This is an optimization exercise on Yosys and OpenROAD, whose aim is small area, a short achievable clock period and few clock cycles, not a production implementation.
Where RTL was checked, it was by simulation tests only, not by an equivalence proof against the original.
The clock port is modelled as an ideal driver, which makes a skipped or thinned clock tree look cheaper than it is; a real chip needs a root buffer or a tree.

Design ELA, start of the top module:
module ELA(clk, rst, ready, in_data, data_rd, req, wen, addr, data_wr, done);
	input				clk;
	input				rst;
	input				ready;
	input		[7:0]	in_data;
	input		[7:0]	data_rd;
	output reg			req;
	output reg			wen;
	output reg	[12:0]	addr;
	output reg	[7:0]	data_wr;
	output reg			done;
localparam IDLE = 2'd0, STR = 2'd1, ODD = 2'd2, FIN = 2'd3;
localparam [11:0] LAST_GROUP = 12'd3970;	 
reg [1:0]  mode;
reg [11:0] n;		 
reg        pu, pw, pl;
reg        rdy;		 
always @(posedge clk or posedge rst) begin
	if(rst) begin
		mode <= IDLE;
		rdy <= 1'b0;
		req <= 1'b0;
		wen <= 1'b0;
		done <= 1'b0;
	end
	else begin
		rdy <= ready;
		req <= 1'b0;
		wen <= 1'b0;
		done <= 1'b0;
		case(mode)
			IDLE: if(rdy) begin
				mode <= STR;
				req <= 1'b1;
			end
			STR: begin
				wen <= 1'b1;
				if(n[6:0] == 7'd127 && n[11:7] != 5'd31)
					req <= 1'b1;
				if(n == 12'd4095)
					mode <= ODD;
			end
			ODD: begin
				wen <= pu && (n >= 12'd3);
				if(n == LAST_GROUP && pu)
					mode <= FIN;
			end
			default: done <= 1'b1;
		endcase
	end
end
always @(posedge clk) begin
	if(mode == ODD) begin
		pu <= pl;
		pw <= pu;
		pl <= pw;
	end
	else begin
		pu <= 1'b0;
		pw <= 1'b0;
		pl <= 1'b1;
	end
end
always @(posedge clk) begin
	if(mode == IDLE)
		n <= 12'd0;
	else if(mode == STR || pw)
		n <= n + 12'd1;
end
wire [6:0]  wc = n[6:0] - 7'd3;
wire [4:0]  wr = n[11:7] - {4'd0, (n[6:2] == 5'd0) && (n[1:0] != 2'd3)};
wire [11:0] w = {wr, wc};
wire [4:0]  lrow = n[11:7] + 5'd1;
always @(posedge clk) begin
	if(mode != ODD || pl)
		addr <= {n[11:7], 1'b0, n[6:0]};
	else if(pu)
		addr <= {w[11:7], 1'b1, w[6:0]};
	else
		addr <= {lrow, 1'b0, n[6:0]};
end
wire edge_col = (n[6:1] == 6'd1);
function [7:0] avg;
	input [7:0] a, b;
	reg [8:0] t;
	begin
		t = {1'b0, a} + {1'b0, b};
		avg = t[8:1];
	end
endfunction
reg [7:0] U0, U1, U2;
reg [7:0] L0, L1, L2;
always @(posedge clk) begin
	U0 <= pu ? U1 : U0;
	U1 <= U2;
	U2 <= pu ? data_rd : U1;
	L0 <= L1;
	L1 <= pu ? L2 : L0;
	L2 <= pl ? data_rd : L0;
end
wire [7:0] ut = pw ? U1 : U0;
wire [8:0] sd = {1'b0, ut} - {1'b0, L2};
  ...
For scale: roughly 120 flip-flops.
Settings: LEC_CHECK=0, CAP_MARGIN=20, CORE_MARGIN=2, CORE_UTILIZATION=40, SLEW_MARGIN=20; clock period 8.5 ns.
standard.sh (not shown) runs the stock make flow with config.mk's settings and CLKGATE_MAP_FILE= SYNTH_SCRIPT=/design/flow/synth_recipe.tcl, a recipe that flattens the netlist after the stock synthesis.
==> flow/flow/run.sh <==
#!/bin/bash
# Layout flow: the standard flow with the standard synthesis unchanged,
# small port buffers, a one-level clock tree (flow/post_cts.tcl) and timing
# repair aimed below the clock period. Each step's output goes to a log file
# of its own in this folder; ORFS keeps its own logs under orfs/logs.
set -euo pipefail
here=$(pwd)
bash standard.sh synth > synth.log 2>&1
bash standard.sh \
  BUFFER_PORTS_ARGS="-buffer_cell sky130_fd_sc_hd__buf_2" \
  CTS_ARGS="-sink_clustering_enable -repair_clock_nets -buf_list sky130_fd_sc_hd__clkbuf_16 -dont_use_dummy_load" \
  POST_CTS_TCL="$here/flow/post_cts.tcl" \
  SETUP_SLACK_MARGIN=6.1 SKIP_CTS_REPAIR_TIMING=1 \
  finish > layout.log 2>&1
Other scripts of this flow, unchanged in this note and not shown: flow/flow/clocktree.tcl, flow/flow/post_cts.tcl
Rerun with:
--- a/flow/flow/run.sh
+++ b/flow/flow/run.sh
@@ -13 +13 @@
-  SETUP_SLACK_MARGIN=6.1 SKIP_CTS_REPAIR_TIMING=1 \
+  SETUP_SLACK_MARGIN=6.0 SKIP_CTS_REPAIR_TIMING=1 \
--- a/flow/config.mk
+++ b/flow/config.mk
@@ -7,0 +8 @@
+export ABC_AREA = 0
The new run finished clean.
Design area went down by 2.4%.
Routed wire length went down by 3.1%.
Area after synthesis does not change.
Register-to-register slack improved by 0.08 ns.
Flip-flop and latch count does not change.
Setup slack gains 0.069 ns.
Rerun with:
--- a/flow/config.mk
+++ b/flow/config.mk
@@ -8 +8 @@
-export ABC_AREA = 0
+export ABC_AREA = 1
After rerunning:
- via count increases by about 21%
- wire length rises by about 14%
- final area came out higher by about 2.1%
- sequential share of layout area shrinks by 0.88 points
Rerun with:
--- a/flow/flow/run.sh
+++ b/flow/flow/run.sh
@@ -13 +13 @@
-  SETUP_SLACK_MARGIN=6.0 SKIP_CTS_REPAIR_TIMING=1 \
+  SETUP_SLACK_MARGIN=6.2 SKIP_CTS_REPAIR_TIMING=1 \
--- a/flow/config.mk
+++ b/flow/config.mk
@@ -8 +7,0 @@
-export ABC_AREA = 1
Synthesized cell count falls by about a fifth; clock skew is about the same; sequential share of layout area is lower by 1.0 points.
Function was not checked in any run of this note: the RTL went through the layout flow alone. In every run of this note, the design's own scripts or RTL, not TritonCTS, make the clock network.

The RTL this note starts from:
==> flow/design.v <==
`timescale 1ns/10ps
module ELA(clk, rst, ready, in_data, data_rd, req, wen, addr, data_wr, done);
	input				clk;
	input				rst;
	input				ready;
	input		[7:0]	in_data;
	input		[7:0]	data_rd;
	output reg			req;
	output reg			wen;
	output reg	[12:0]	addr;
	output reg	[7:0]	data_wr;
	output reg			done;
localparam IDLE = 2'd0, STR = 2'd1, ODD = 2'd2, FIN = 2'd3;
localparam [11:0] LAST_GROUP = 12'd3970;	 
reg [1:0]  mode;
reg [11:0] n;		 
reg        pu, pw, pl;
always @(posedge clk or posedge rst) begin
	if(rst) begin
		mode <= IDLE;
		req <= 1'b0;
		wen <= 1'b0;
		done <= 1'b0;
	end
	else begin
		req <= 1'b0;
		wen <= 1'b0;
		done <= 1'b0;
		case(mode)
			IDLE: if(ready) begin
				mode <= STR;
				req <= 1'b1;
			end
			STR: begin
				wen <= 1'b1;
				if(n[6:0] == 7'd127 && n[11:7] != 5'd31)
					req <= 1'b1;
				if(n == 12'd4095)
					mode <= ODD;
			end
			ODD: begin
				wen <= pu && (n >= 12'd3);
				if(n == LAST_GROUP && pu)
					mode <= FIN;
			end
			default: done <= 1'b1;
		endcase
	end
end
always @(posedge clk) begin
	if(mode == ODD) begin
		pu <= pl;
		pw <= pu;
		pl <= pw;
	end
	else begin
		pu <= 1'b0;
		pw <= 1'b0;
		pl <= 1'b1;
	end
end
always @(posedge clk) begin
	if(mode == IDLE)
		n <= 12'd0;
	else if(mode == STR || pw)
		n <= n + 12'd1;
end
wire [6:0]  wc = n[6:0] - 7'd3;
wire [4:0]  wr = n[11:7] - {4'd0, (n[6:2] == 5'd0) && (n[1:0] != 2'd3)};
wire [11:0] w = {wr, wc};
wire [4:0]  lrow = n[11:7] + 5'd1;
always @(posedge clk) begin
	if(mode != ODD || pl)
		addr <= {n[11:7], 1'b0, n[6:0]};
	else if(pu)
		addr <= {w[11:7], 1'b1, w[6:0]};
	else
		addr <= {lrow, 1'b0, n[6:0]};
end
wire edge_col = (n[6:1] == 6'd1);
function [7:0] avg;
	input [7:0] a, b;
	reg [8:0] t;
	begin
		t = {1'b0, a} + {1'b0, b};
		avg = t[8:1];
	end
endfunction
reg [7:0] U0, U1, U2;
reg [7:0] L0, L1, L2;
always @(posedge clk) begin
	U0 <= pu ? U1 : U0;
	U1 <= U2;
	U2 <= pu ? data_rd : U1;
	L0 <= L1;
	L1 <= pu ? L2 : L0;
	L2 <= pl ? data_rd : L0;
end
wire [7:0] ut = pw ? U1 : U0;
wire [8:0] sd = {1'b0, ut} - {1'b0, L2};
wire [7:0] ad = sd[8] ? (8'd0 - sd[7:0]) : sd[7:0];
reg [7:0] Dp, Mp;		 
reg [7:0] Dmin, M;		 
reg       xlty;			 
always @(posedge clk) begin
	Dp <= ad;
	Mp <= avg(ut, L2);
	xlty <= sd[8];
end
wire [8:0] cmp = {1'b0, Dmin} + {1'b0, ~Dp} + {8'd0, !pl};
wire better = cmp[8];
always @(posedge clk) begin
	if(pw || (pl && better)) begin
		Dmin <= Dp;
		M <= Mp;
	end
end
wire vert = edge_col || better;
wire [7:0] x = U0, y = L0;
wire gx = (x >= M);
wire gy = (y >= M);
wire pick_x = xlty ? gx : !(gx || gy);
wire pick_y = xlty ? !(gx || gy) : gy;
wire [7:0] med = pick_x ? x : pick_y ? y : M;
wire [7:0] blue = vert ? Mp : med;
always @(posedge clk) begin
	if(mode == STR)
		data_wr <= in_data;
	else
		data_wr <= blue;
end
endmodule
export LEC_CHECK = 0
export CAP_MARGIN = 20
export CORE_MARGIN = 2
export CORE_UTILIZATION = 40
export SLEW_MARGIN = 20
create_clock -name core_clock -period 8.5 [get_ports {clk}]
==> flow/flow/run.sh <==
#!/bin/bash
# Layout flow: the standard flow with the standard synthesis unchanged,
# small port buffers, a one-level clock tree (flow/post_cts.tcl) and timing
# repair aimed below the clock period. Each step's output goes to a log file
# of its own in this folder; ORFS keeps its own logs under orfs/logs.
set -euo pipefail
here=$(pwd)
bash standard.sh synth > synth.log 2>&1
bash standard.sh \
  BUFFER_PORTS_ARGS="-buffer_cell sky130_fd_sc_hd__buf_2" \
  CTS_ARGS="-sink_clustering_enable -repair_clock_nets -buf_list sky130_fd_sc_hd__clkbuf_16 -dont_use_dummy_load" \
  POST_CTS_TCL="$here/flow/post_cts.tcl" \
  SETUP_SLACK_MARGIN=6.25 SKIP_CTS_REPAIR_TIMING=1 \
  finish > layout.log 2>&1
Other scripts of this flow, unchanged in this note and not shown: flow/flow/clocktree.tcl, flow/flow/post_cts.tcl
The baseline produced a clean layout.
Testbench counts at the start, summed over its fixed seeds: cycles 256,176.
Edit:
--- a/flow/flow/run.sh
+++ b/flow/flow/run.sh
@@ -11,4 +11,4 @@
   CTS_ARGS="-sink_clustering_enable -repair_clock_nets -buf_list sky130_fd_sc_hd__clkbuf_16 -dont_use_dummy_load" \
   POST_CTS_TCL="$here/flow/post_cts.tcl" \
-  SETUP_SLACK_MARGIN=6.25 SKIP_CTS_REPAIR_TIMING=1 \
+  SETUP_SLACK_MARGIN=6.0 SKIP_CTS_REPAIR_TIMING=1 \
   finish > layout.log 2>&1
Settings changed: CORE_UTILIZATION 40 to 65.
Outcome:
- via count fell by about 1.4%
- first-iteration DRC count goes up by about 1.2%
- cell area falls by about 10%
- final cell count came out lower by about 12%
- worst setup slack got worse by 17 ps
- fmax went down by 0.68%
- worst hold slack is worse by 9.0 ps
- wire length came out lower by 6.5%
- critical path depth rises by 10
Edit:
Settings changed: ABC_AREA set to 1, CORE_UTILIZATION 65 to 40.
Effect: The new run finished clean; design area rises by 2.1%; sequential share of layout area goes down by 1.0 points; routed wire length is higher by 9.0%.
Edit:
Settings changed: ABC_AREA 1 to unset.
=>
- utilization rose by 1.0 points
- die area is lower by 2.3%
- area after synthesis goes down by 2.4%
- design area shrinks by 1.2%
- via count came out lower by 14%
- maximum frequency decreases by 1.8%
- synthesized cell count went down by 21%
- worst setup slack gets worse by 45 ps
- routed wire length decreases by 9.2%
- clock skew barely changes
In every run of this note, the design's own scripts or RTL, not TritonCTS, make the clock network.

-- port drivers added, routing unchanged --
Ports are ideal in the flow. The routed layouts listed here were re-timed in OpenROAD. Step 1: set_driving_cell puts a clkbuf_16 on clk and a buf_2 on each other input, an assumption about the parent block. Step 2 times the ports against the registers' clock, not the clock port: input delays grow and output delays shrink by t, the midpoint of the rising clock arrivals with the driver on. Three values: ideal, step 1, step 2; two values: the first two.
run | shift t [ns] | setup slack, ns | worst setup path after step 2 | worst slew at a driven data input, ns
the first run of note 1 | 0.255 | 5.932 / 5.841 / 6.006 | input to register | 0.04
the second run of note 1 | 0.248 | 6.002 / 5.916 / 5.986 | input to register | 0.03
the third run of note 1 | 0.249 | 6.014 / 5.934 / 6.089 | register to register | 0.03
the fourth run of note 1 | 0.252 | 6.029 / 5.941 / 6.041 | input to register | 0.04
the first run of note 2 | 0.252 | 6.076 / 5.991 / 5.938 | input to register | 0.05
the second run of note 2 | 0.246 | 6.059 / 6.007 / 5.885 | input to register | 0.04
the third run of note 2 | 0.257 | 6.074 / 5.988 / 6.069 | input to register | 0.03
the fourth run of note 2 | 0.256 | 6.029 / 6.026 / 5.838 | input to register | 0.04
After both steps every run listed still meets setup and hold. For the fourth run of note 2, which loses most, drivers alone change the setup slack by -0.003 ns; drivers and shift together by -0.191 ns.
